Context: an optimization exercise on an open-source flow, tuned for small area. The choices shown serve that exercise and are no tape-out recipe.
RTL that was checked went through simulation tests only; none was proved equivalent to the original.
No activity file was given, so power comes from the tool's default toggle rates.

Design BandaAsamblare, start of the top module:
module BandaAsamblare(clear, load, clk, A, B, operatie, Result, exp);
Size in the first run: about 560 cells after synthesis, roughly 140 flip-flops, roughly 62 I/O pins, ~5000 um2 of cells after synthesis.
Settings: LEC_CHECK=0, ABC_AREA=1, CAP_MARGIN=20, CORE_MARGIN=2, CORE_UTILIZATION=40, SLEW_MARGIN=20; clock period 4.0 ns.
standard.sh (not shown) runs the stock make flow with config.mk's settings and CLKGATE_MAP_FILE= SYNTH_SCRIPT=/design/flow/synth_recipe.tcl, a recipe that flattens the netlist after the stock synthesis.
==> flow/flow/run.sh <==
#!/bin/bash
# Own layout flow: the standard ORFS flow with
#  - an area-oriented ABC script (flow/abc_area.script) and no adder-cell mapping in synthesis,
#  - the smallest buffer for the port buffers,
#  - clock tree synthesis without dummy loads and with small clock buffers.
# Registers are those of the standard synthesis (dfflibmap runs before ABC).
set -euo pipefail
W=$(pwd)
rm -rf "$W/scripts_abc"
cp -r "$FLOW_HOME/scripts" "$W/scripts_abc"
cp "$W/flow/abc_area.script" "$W/scripts_abc/abc_area.script"
CTS="-sink_clustering_enable -repair_clock_nets -dont_use_dummy_load"
CTS="$CTS -buf_list {sky130_fd_sc_hd__clkbuf_4} -root_buf sky130_fd_sc_hd__clkbuf_8"
bash standard.sh SCRIPTS_DIR="$W/scripts_abc" ABC_AREA=1 ADDER_MAP_FILE= \
  "CTS_ARGS=$CTS" \
  "BUFFER_PORTS_ARGS=-buffer_cell sky130_fd_sc_hd__buf_1" \
  finish > flow.log 2>&1
==> flow/flow/abc_area.script <==
strash
dch
amap
&get -n
&st
&dch
&nf -a
&put
mfs2
strash
dch
amap
topo
stime -c
Rerun with:
==> flow/run.sh (new file) <==
#!/bin/bash
# synth_recipe.tcl (not shown) runs the flow's synth.tcl, then flattens the netlist and writes it again
# the make line also repeats each setting of config.mk as NAME=value (left out here)
make -C /OpenROAD-flow-scripts/flow DESIGN_CONFIG=/design/flow/config.mk WORK_HOME=/design/flow/orfs CLKGATE_MAP_FILE= SYNTH_SCRIPT=/design/flow/synth_recipe.tcl finish
CTS_BUF_LIST = sky130_fd_sc_hd__clkbuf_8   (was default)
CTS_CLUSTER_DIAMETER = 100   (was default)
CTS_CLUSTER_SIZE = 50   (was default)
removed: flow/flow/run.sh
removed: flow/flow/abc_area.script
removed: flow/standard.sh
=> Setup slack improves by 0.22 ns; power increases by 30%; global-route usage grows by 1.5 points; die area increases by 17%; utilization hardly moves; wire length rises by 35%; fmax goes up by 6.3%; sequential cell count does not change; non-clock buffer count went down by 23.
Rerun with:
==> flow/flow/run.sh (new file) <==
#!/bin/bash
set -euo pipefail
W=$(pwd)
rm -rf "$W/scripts_abc"
cp -r "$FLOW_HOME/scripts" "$W/scripts_abc"
cp "$W/flow/abc_area.script" "$W/scripts_abc/abc_area.script"
CTS="-sink_clustering_enable -repair_clock_nets -dont_use_dummy_load -buf_list {sky130_fd_sc_hd__clkbuf_4} -root_buf sky130_fd_sc_hd__clkbuf_8"
bash standard.sh SCRIPTS_DIR="$W/scripts_abc" ABC_AREA=1 ADDER_MAP_FILE= \
  "CTS_ARGS=$CTS" \
  "BUFFER_PORTS_ARGS=-buffer_cell sky130_fd_sc_hd__buf_1" GPL_TIMING_DRIVEN=0 REMOVE_ABC_BUFFERS=1 MIN_BUF_CELL_AND_PORTS='sky130_fd_sc_hd__buf_1 A X' \
  finish > flow.log 2>&1
==> flow/flow/abc_area.script (new file) <==
strash
dch
amap
&get -n
&st
&dch
&nf -a
&put
mfs2
strash
dch
amap
topo
stime -c
==> flow/standard.sh (new file) <==
#!/bin/bash
# synth_recipe.tcl (not shown) runs the flow's synth.tcl, then flattens the netlist and writes it again
# the make line also repeats each setting of config.mk as NAME=value (left out here)
make -C /OpenROAD-flow-scripts/flow DESIGN_CONFIG=/design/flow/config.mk WORK_HOME=/design/flow/orfs CLKGATE_MAP_FILE= SYNTH_SCRIPT=/design/flow/synth_recipe.tcl "${@:-finish}"
CTS_BUF_LIST = default   (was sky130_fd_sc_hd__clkbuf_8)
CTS_CLUSTER_DIAMETER = default   (was 100)
CTS_CLUSTER_SIZE = default   (was 50)
removed: flow/run.sh
Effect: Core utilization increases by 0.14 points. Setup slack is worse by 0.37 ns. Routed wire length came out lower by 25%. Sequential power is about the same. Die area decreases by 15%. Sequential share of layout area increases by 7.4 points. Critical path depth decreases by 1. Non-clock buffer count rises by 1. Area after synthesis drops by 15%. Combinational power fell by 24%.
No run of this note included a check of the RTL's function; only the layout flow was run.

* * *

BandaAsamblare, a different RTL version from the one above (not shown whole).
Size: ~540 cells after synthesis, ~140 flip-flops, about 62 I/O pins, ~4900 µm² of cells after synthesis.
==> flow/config.mk <==
export PLATFORM = sky130hd
export DESIGN_NAME = BandaAsamblare
export DESIGN_NICKNAME = BandaAsamblare
export VERILOG_FILES = /design/flow/design.v
export SDC_FILE = /design/flow/constraint.sdc
export NUM_CORES = 4
export LEC_CHECK = 0
export ABC_AREA = 1
export CAP_MARGIN = 0
export CORE_MARGIN = 2
export CORE_UTILIZATION = 40
export SLEW_MARGIN = 0
==> flow/constraint.sdc <==
create_clock -name core_clock -period 4.0 [get_ports {clk}]
set_input_delay 0.8000 -clock core_clock [delete_from_list [all_inputs] [get_ports {clk}]]
set_output_delay 0.8000 -clock core_clock [all_outputs]
set_load 0.01 [all_outputs]
==> flow/flow/run.sh <==
#!/bin/bash
# Own layout flow: the standard ORFS flow (standard.sh) with
#  - area-oriented ABC scripts and no adder-cell mapping in synthesis: synthesis is run once
#    per flow/abc_*.script (each in its own try_* folder) and the script giving the smallest
#    synthesized area is used for the layout; registers are untouched (dfflibmap runs before
#    ABC, names as in the standard synthesis),
#  - the smallest buffer (buf_1) for the port buffers,
#  - clock tree synthesis without dummy loads, clkbuf_4 leaves and a clkbuf_8 root.
# Each make run's output goes to its own log (try_*.log, flow.log); ORFS keeps each step's
# log under orfs/logs (and try_*/logs).
set -euo pipefail
W=$(pwd)
rm -rf "$W/scripts_abc"
cp -r "$FLOW_HOME/scripts" "$W/scripts_abc"

# trial syntheses
pids=()
for s in "$W"/flow/abc_*.script; do
  n=$(basename "$s" .script)
  rm -rf "$W/sd_$n" "$W/try_$n"
  cp -r "$FLOW_HOME/scripts" "$W/sd_$n"
  cp "$s" "$W/sd_$n/abc_area.script"
  sed -e "s#WORK_HOME=[^ ]*#WORK_HOME=$W/try_$n#" -e '/^if \[\[/,$d' standard.sh > "$W/try_$n.sh"
  bash "$W/try_$n.sh" SCRIPTS_DIR="$W/sd_$n" ABC_AREA=1 ADDER_MAP_FILE= synth > "$W/try_$n.log" 2>&1 &
  pids+=($!)
  if (( ${#pids[@]} >= 3 )); then wait "${pids[0]}" || true; pids=("${pids[@]:1}"); fi
done
for p in "${pids[@]}"; do wait "$p" || true; done

best=""; best_area=""
for s in "$W"/flow/abc_*.script; do
  n=$(basename "$s" .script)
  f=$(ls "$W"/try_$n/reports/*/*/*/synth_stat.txt 2>/dev/null | head -1 || true)
  [[ -n "$f" ]] || continue
  a=$(awk '/Chip area for module/ {print $NF}' "$f" | tail -1)
  echo "$n $a" >> "$W/abc_choice.log"
  if [[ -z "$best" ]] || awk -v a="$a" -v b="$best_area" 'BEGIN{exit !(a<b)}'; then best=$s; best_area=$a; fi
done
[[ -n "$best" ]] || best="$W/flow/abc_ax.script"
echo "chosen $(basename "$best") $best_area" >> "$W/abc_choice.log"
cp "$best" "$W/scripts_abc/abc_area.script"
rm -rf "$W"/sd_abc_*

CTS="-sink_clustering_enable -repair_clock_nets -dont_use_dummy_load"
CTS="$CTS -buf_list {sky130_fd_sc_hd__clkbuf_4} -root_buf sky130_fd_sc_hd__clkbuf_8"
bash standard.sh SCRIPTS_DIR="$W/scripts_abc" ABC_AREA=1 ADDER_MAP_FILE= \
  "CTS_ARGS=$CTS" \
  "BUFFER_PORTS_ARGS=-buffer_cell sky130_fd_sc_hd__buf_1" \
  finish > flow.log 2>&1
==> flow/flow/abc_a3.script <==
strash
dch
amap
mfs2
strash
dch
amap
mfs2
strash
dch
amap
==> flow/flow/abc_ax.script <==
strash
dch
amap
&get -n
&st
&dch
&nf -a
&put
mfs2
strash
dch
amap
topo
stime -c
==> flow/flow/abc_h1.script <==
strash
dc2
dch -f
amap
mfs2
strash
dc2
dch -f
amap
mfs2
strash
dch -f
amap
topo
==> flow/flow/abc_m3.script <==
strash
dch
amap
&get -n
&st
&dch
&nf -a
&put
mfs2
strash
dch
amap
mfs2
strash
dch
amap
topo
==> flow/flow/abc_q2.script <==
strash
dch
amap
&get -n
&st
&dch
&nf -a
&put
mfs2
strash
dch
amap
mfs2
strash
dch
amap
mfs2
strash
dch
amap
mfs2
strash
dch
amap
topo
==> flow/flow/abc_s1.script <==
strash
dch
amap
&get -n
&st
&dch
&nf -a
&put
mfs2
strash
dch
amap
mfs2
strash
dch
amap
mfs2
strash
dch
amap
topo
==> flow/flow/abc_s4.script <==
strash
&get -n
&st
&synch2
&nf -a
&put
mfs2
strash
dch
amap
mfs2
strash
dch
amap
topo
The starting point completed with no timing, DRC or antenna violations.
Edit:
--- a/flow/config.mk
+++ b/flow/config.mk
@@ -7,6 +7,7 @@
 export LEC_CHECK = 0
 export ABC_AREA = 1
-export CAP_MARGIN = 0
+export CAP_MARGIN = 20
 export CORE_MARGIN = 2
-export CORE_UTILIZATION = 40
-export SLEW_MARGIN = 0
+export CORE_UTILIZATION = 65
+export PLACE_DENSITY = 0.85
+export SLEW_MARGIN = 20
Result: Clock power fell by about 2%. Global-route usage grows by 8.6 points. Critical path depth stays the same. Wire length grows by 2.4%. Worst setup slack loses 0.11 ns. Total power goes up by about 0.9%. Cell area falls by 0.91%. Core utilization is higher by 29 points. Final cell count decreases by 6.9%.
Edit:
--- a/flow/config.mk
+++ b/flow/config.mk
@@ -9,5 +9,4 @@
 export CAP_MARGIN = 20
 export CORE_MARGIN = 2
-export CORE_UTILIZATION = 65
-export PLACE_DENSITY = 0.85
+export CORE_UTILIZATION = 40
 export SLEW_MARGIN = 20
removed: flow/flow/abc_q2.script
After rerunning: Wire length goes down by 2.3%. Clock power goes up by about 2%. Hold slack gets worse by 0.018 ns. Worst setup slack gets better by 0.11 ns. Clock-buffer cell count is unchanged.
Edit:
==> flow/flow/abc_q2.script (new file) <==
strash
dch
amap
&get -n
&st
&dch
&nf -a
&put
mfs2
strash
dch
amap
mfs2
strash
dch
amap
mfs2
strash
dch
amap
mfs2
strash
dch
amap
topo
--- a/flow/config.mk
+++ b/flow/config.mk
@@ -9,4 +9,6 @@
 export CAP_MARGIN = 20
 export CORE_MARGIN = 2
-export CORE_UTILIZATION = 40
+export CORE_UTILIZATION = 50
+export GPL_ROUTABILITY_DRIVEN = 0
+export GPL_TIMING_DRIVEN = 0
 export SLEW_MARGIN = 20
What happened:
- routed wire length is lower by about 3.4%
- worst hold slack stays flat
- synthesized cell count stays the same
- final area goes up by 1.6%
- clock power came out higher by about 0.7%
- total power stays flat
- critical path depth climbs by 1
- clock skew barely changes
Edit:
--- a/flow/config.mk
+++ b/flow/config.mk
@@ -9,6 +9,4 @@
 export CAP_MARGIN = 20
 export CORE_MARGIN = 2
-export CORE_UTILIZATION = 50
-export GPL_ROUTABILITY_DRIVEN = 0
-export GPL_TIMING_DRIVEN = 0
+export CORE_UTILIZATION = 40
 export SLEW_MARGIN = 20
removed: flow/flow/abc_a3.script
removed: flow/flow/abc_ax.script
removed: flow/flow/abc_h1.script
removed: flow/flow/abc_m3.script
removed: flow/flow/abc_q2.script
removed: flow/flow/abc_s4.script
Global-route usage shrinks by 2.5 points.
Count of clock-buffer cells in the layout does not change.
First-iteration DRC count grows by 43%.
Synthesized area grows by 0.31%.
Edit:
==> flow/flow/abc_q2.script (new file) <==
strash
dch
amap
&get -n
&st
&dch
&nf -a
&put
mfs2
strash
dch
amap
mfs2
strash
dch
amap
mfs2
strash
dch
amap
mfs2
strash
dch
amap
topo
removed: flow/flow/abc_s1.script
What happened:
- The changed run ran to the end with no violations
- non-clock buffer count goes up by 6
- first-iteration DRC count went down by 21%
- global-route usage is lower by 0.12 points
- power rose by 1.4%
- core utilization goes up by 0.44 points
- wire length goes up by 0.92%
- final area came out higher by 1.4%
- worst hold slack loses 0.0042 ns

## afterwards: timing with drivers on the ports
How much do the figures lean on ideal ports? The routed layouts below were timed once more, with nothing changed but the port constraints.
Step 1 assumes that a clkbuf_16 drives the clock port and a buf_2 every other input.
Step 2 also shifts input and output timing later by t, the mid clock arrival at the registers, as if the neighbouring blocks saw the same clock.
Slacks: ideal ports / drivers / drivers and shift; pairs: ideal ports / drivers.
run	shift t [ns]	setup slack, ns	worst setup path at the end	slew at the worst register clock pin (ns)	worst data-port slew with drivers (ns)
the first run of note 1	0.438	0.329 / 0.326 / -0.111	input to register	0.12 / 0.12	0.05
the second run of note 1	0.465	0.548 / 0.560 / 0.096	input to register	0.08 / 0.08	0.04
the third run of note 1	0.433	0.182 / 0.182 / -0.177	input to register	0.11 / 0.11	0.03
the first run of note 2	0.438	0.400 / 0.403 / -0.035	input to register	0.11 / 0.11	0.03
the second run of note 2	0.422	0.294 / 0.299 / -0.117	input to register	0.12 / 0.12	0.03
the third run of note 2	0.438	0.400 / 0.403 / -0.035	input to register	0.11 / 0.11	0.03
the fourth run of note 2	0.430	0.356 / 0.353 / -0.077	input to register	0.11 / 0.11	0.04
the fifth run of note 2	0.445	0.438 / 0.451 / 0.006	input to register	0.12 / 0.12	0.03
the sixth run of note 2	0.441	0.372 / 0.385 / -0.056	input to register	0.11 / 0.11	0.03
Met with ideal ports but missed after step 2: setup timing in 7 of these runs. The setup slack of the second run of note 1, which loses most, moves by +0.012 ns with the drivers and by -0.452 ns with both steps.
